Background: an optimization exercise with open tools, aiming at small area and a short achievable clock period. Do not read the settings as production practice.
No activity file was given, so power comes from the tool's default toggle rates.

Design calculator, start of the top module:
module calculator(
    input logic CLK100MHZ,
    input logic RST,      
    input logic [15:0] SW,
    input logic BTNU,  
    input logic BTND,  
    input logic BTNL,  
    input logic BTNR,  
    input logic BTNC,  
    output logic [7:0] AN,       
    output logic [7:0] out       
    );
==> flow/config.mk <==
export PLATFORM = sky130hd
export DESIGN_NAME = calculator
export DESIGN_NICKNAME = calculator
export VERILOG_FILES = /design/flow/design.v
export SDC_FILE = /design/flow/constraint.sdc
export NUM_CORES = 8
export LEC_CHECK = 0
export CAP_MARGIN = 20
export CORE_MARGIN = 2
export CORE_UTILIZATION = 65
export CTS_BUF_LIST = sky130_fd_sc_hd__clkbuf_8
export PLACE_DENSITY = 0.75
export SLEW_MARGIN = 20
export SYNTH_HIERARCHICAL = 1
export SYNTH_MINIMUM_KEEP_SIZE = 0
==> flow/constraint.sdc <==
create_clock -name core_clock -period 160.0 [get_ports {CLK100MHZ}]
set_input_delay 32.0000 -clock core_clock [delete_from_list [all_inputs] [get_ports {CLK100MHZ}]]
set_output_delay 32.0000 -clock core_clock [all_outputs]
set_load 0.01 [all_outputs]
standard.sh (not shown) runs the stock make flow with config.mk's settings and CLKGATE_MAP_FILE= SYNTH_SCRIPT=/design/flow/synth_recipe.tcl, a recipe that flattens the netlist after the stock synthesis.
==> flow/flow/run.sh <==
#!/bin/bash
# Layout flow: the standard flow (standard.sh, standard synthesis
# included), with one change made through ORFS's own setting for it: the
# buffers placed on the input and output ports are sky130_fd_sc_hd__buf_2
# cells. The tools' output goes to standard_flow.log in the folder the flow
# runs in (ORFS also keeps each step's log under orfs/logs).
set -euo pipefail
W=$(pwd)
export BUFFER_PORTS_ARGS="-buffer_cell sky130_fd_sc_hd__buf_2"
bash "$W/standard.sh" > "$W/standard_flow.log" 2>&1
Next try:
--- a/flow/design.v
+++ b/flow/design.v
@@ -299,42 +299,42 @@
     logic [4:0] tn;
     g_o21ai u_t10 (.a1(na), .a2(h10), .b1(s), .y(tn[0]));
     g_o21ai u_t11 (.a1(na), .a2(h11), .b1(s), .y(tn[1]));
     g_o21ai u_t12 (.a1(na), .a2(h12), .b1(s), .y(tn[2]));
     g_o21ai u_t13 (.a1(nb), .a2(h13), .b1(s), .y(tn[3]));
     g_o21ai u_t14 (.a1(nb), .a2(h14), .b1(s), .y(tn[4]));
     generate
         for (i = 0; i < 5; i++) begin : g_m
             g_xnor2 u (.a(x[10+i]), .b(tn[i]), .y(m[i]));
         end
     endgenerate
 endmodule
-module bcd6_line #(parameter logic [15:0] TT = 16'h0) (input logic [3:0] u, output logic y);
-    assign y = TT[u];
-endmodule
 module cl_bcd6(
     input  logic [5:0] v,
-    output logic [5:1] y      
+    output logic [5:0] y
     );
-    logic [3:0] u;
-    assign u = v[4:1];
-    logic q1, q0, r0;
-    bcd6_line #(.TT(16'hfc00)) u_q1 (.u(u), .y(q1));
-    bcd6_line #(.TT(16'h83e0)) u_q0 (.u(u), .y(q0));
-    bcd6_line #(.TT(16'h4210)) u_r2 (.u(u), .y(y[3]));
-    bcd6_line #(.TT(16'h318c)) u_r1 (.u(u), .y(y[2]));
-    bcd6_line #(.TT(16'h294a)) u_r0 (.u(u), .y(r0));
-    g_or2 u_t1 (.a(q1), .b(v[5]), .y(y[5]));
-    g_or2 u_t0 (.a(q0), .b(v[5]), .y(y[4]));
-    g_or2 u_u1 (.a(r0), .b(v[5]), .y(y[1]));
+    always_comb begin
+        case (v)
+            6'd0:  y = 6'h00; 6'd1:  y = 6'h01; 6'd2:  y = 6'h02; 6'd3:  y = 6'h03;
+            6'd4:  y = 6'h04; 6'd5:  y = 6'h05; 6'd6:  y = 6'h06; 6'd7:  y = 6'h07;
+            6'd8:  y = 6'h08; 6'd9:  y = 6'h09; 6'd10: y = 6'h10; 6'd11: y = 6'h11;
+            6'd12: y = 6'h12; 6'd13: y = 6'h13; 6'd14: y = 6'h14; 6'd15: y = 6'h15;
+            6'd16: y = 6'h16; 6'd17: y = 6'h17; 6'd18: y = 6'h18; 6'd19: y = 6'h19;
+            6'd20: y = 6'h20; 6'd21: y = 6'h21; 6'd22: y = 6'h22; 6'd23: y = 6'h23;
+            6'd24: y = 6'h24; 6'd25: y = 6'h25; 6'd26: y = 6'h26; 6'd27: y = 6'h27;
+            6'd28: y = 6'h28; 6'd29: y = 6'h29; 6'd30: y = 6'h30; 6'd31: y = 6'h31;
+            6'd32: y = 6'h32;
+            default: y = 6'h00;    
+        endcase
+    end
 endmodule
 module calculator(
     input logic CLK100MHZ,
     input logic RST,      
     input logic [15:0] SW,
     input logic BTNU,  
     input logic BTND,  
     input logic BTNL,  
     input logic BTNR,  
     input logic BTNC,  
     output logic [7:0] AN,       
     output logic [7:0] out       
@@ -519,26 +519,25 @@
     logic big;                
     assign big = is_res & ~r_mag[30] & r_mag[29];
     logic [29:0] val;
     assign val[29:16] = ~(r_mag[29:16] | {14{r_div}} | {14{~is_res}});
     assign val[15:10] = rlo[15:10] & {6{is_res}};
     genvar gv;
     generate
         for (gv = 0; gv < 10; gv++) begin : g_val
             g_a22o u (.a1(is_res), .a2(rlo[gv]), .b1(~is_res), .b2(b_mag[gv]), .y(val[gv]));
         end
     endgenerate
     logic [5:0] b_top_bcd;    
-    cl_bcd6 u_b6 (.v(b_top), .y(b_top_bcd[5:1]));
-    assign b_top_bcd[0] = b_top[0];
+    cl_bcd6 u_b6 (.v(b_top), .y(b_top_bcd));
     logic neg;
     assign neg = is_res ? (r_neg & (|val)) : s;
     logic [31:0] bcd;
     bin32_to_bcd #(.NBITS(30), .NDIG(8), .INJ(20)) u_bcd (.binary(val), .inj(~is_res),
                                                           .inj_val(b_top_bcd), .bcd(bcd));
     logic [7:0] dsel;
     always_comb begin
         dsel = '0;
         dsel[d] = 1'b1;
     end
     logic minus;
     assign minus = dsel[7] & neg;
- The changed run went through all stages and came out clean
- power goes up by 1.6%
- worst hold slack got worse by 10 ps
- cell count is about the same
- design area stays flat
- setup slack improved by 92 ps
- sequential power barely changes
- global-route usage goes up by 0.29 points
- clock power goes down by 15%
- via count hardly moves
- routed wire length goes up by 1.3%
No run of this note included a check of the RTL's function; only the layout flow was run.

-- separate check: timing with driven ports --
In the flow no input, the clock included, has a driving cell. The finished layouts below were timed again as built, in two steps.
Step 1, drivers: a clkbuf_16 drives CLK100MHZ and a buf_2 each remaining input, both assumed.
Step 2 moves the port delays by t, midway between the first and last clock arrival at a register: inputs arrive t later, outputs are due t later. That takes back most of the time a late clock gives input paths.
Three values: ideal, step 1, step 2; two values: the first two.
run	shift t [ns]	setup WS [ns]	worst setup path after step 2	worst register clock-pin slew, ns	worst slew at a driven data input, ns
the first run	0.418	86.856 / 86.836 / 86.836	input to output	0.10 / 0.10	0.03
the second run	0.429	86.947 / 86.924 / 86.924	input to output	0.11 / 0.11	0.03
After both steps setup and hold are still met in every run listed. The setup slack of the second run, which loses most, moves by -0.023 ns with the drivers and by -0.023 ns with both steps.
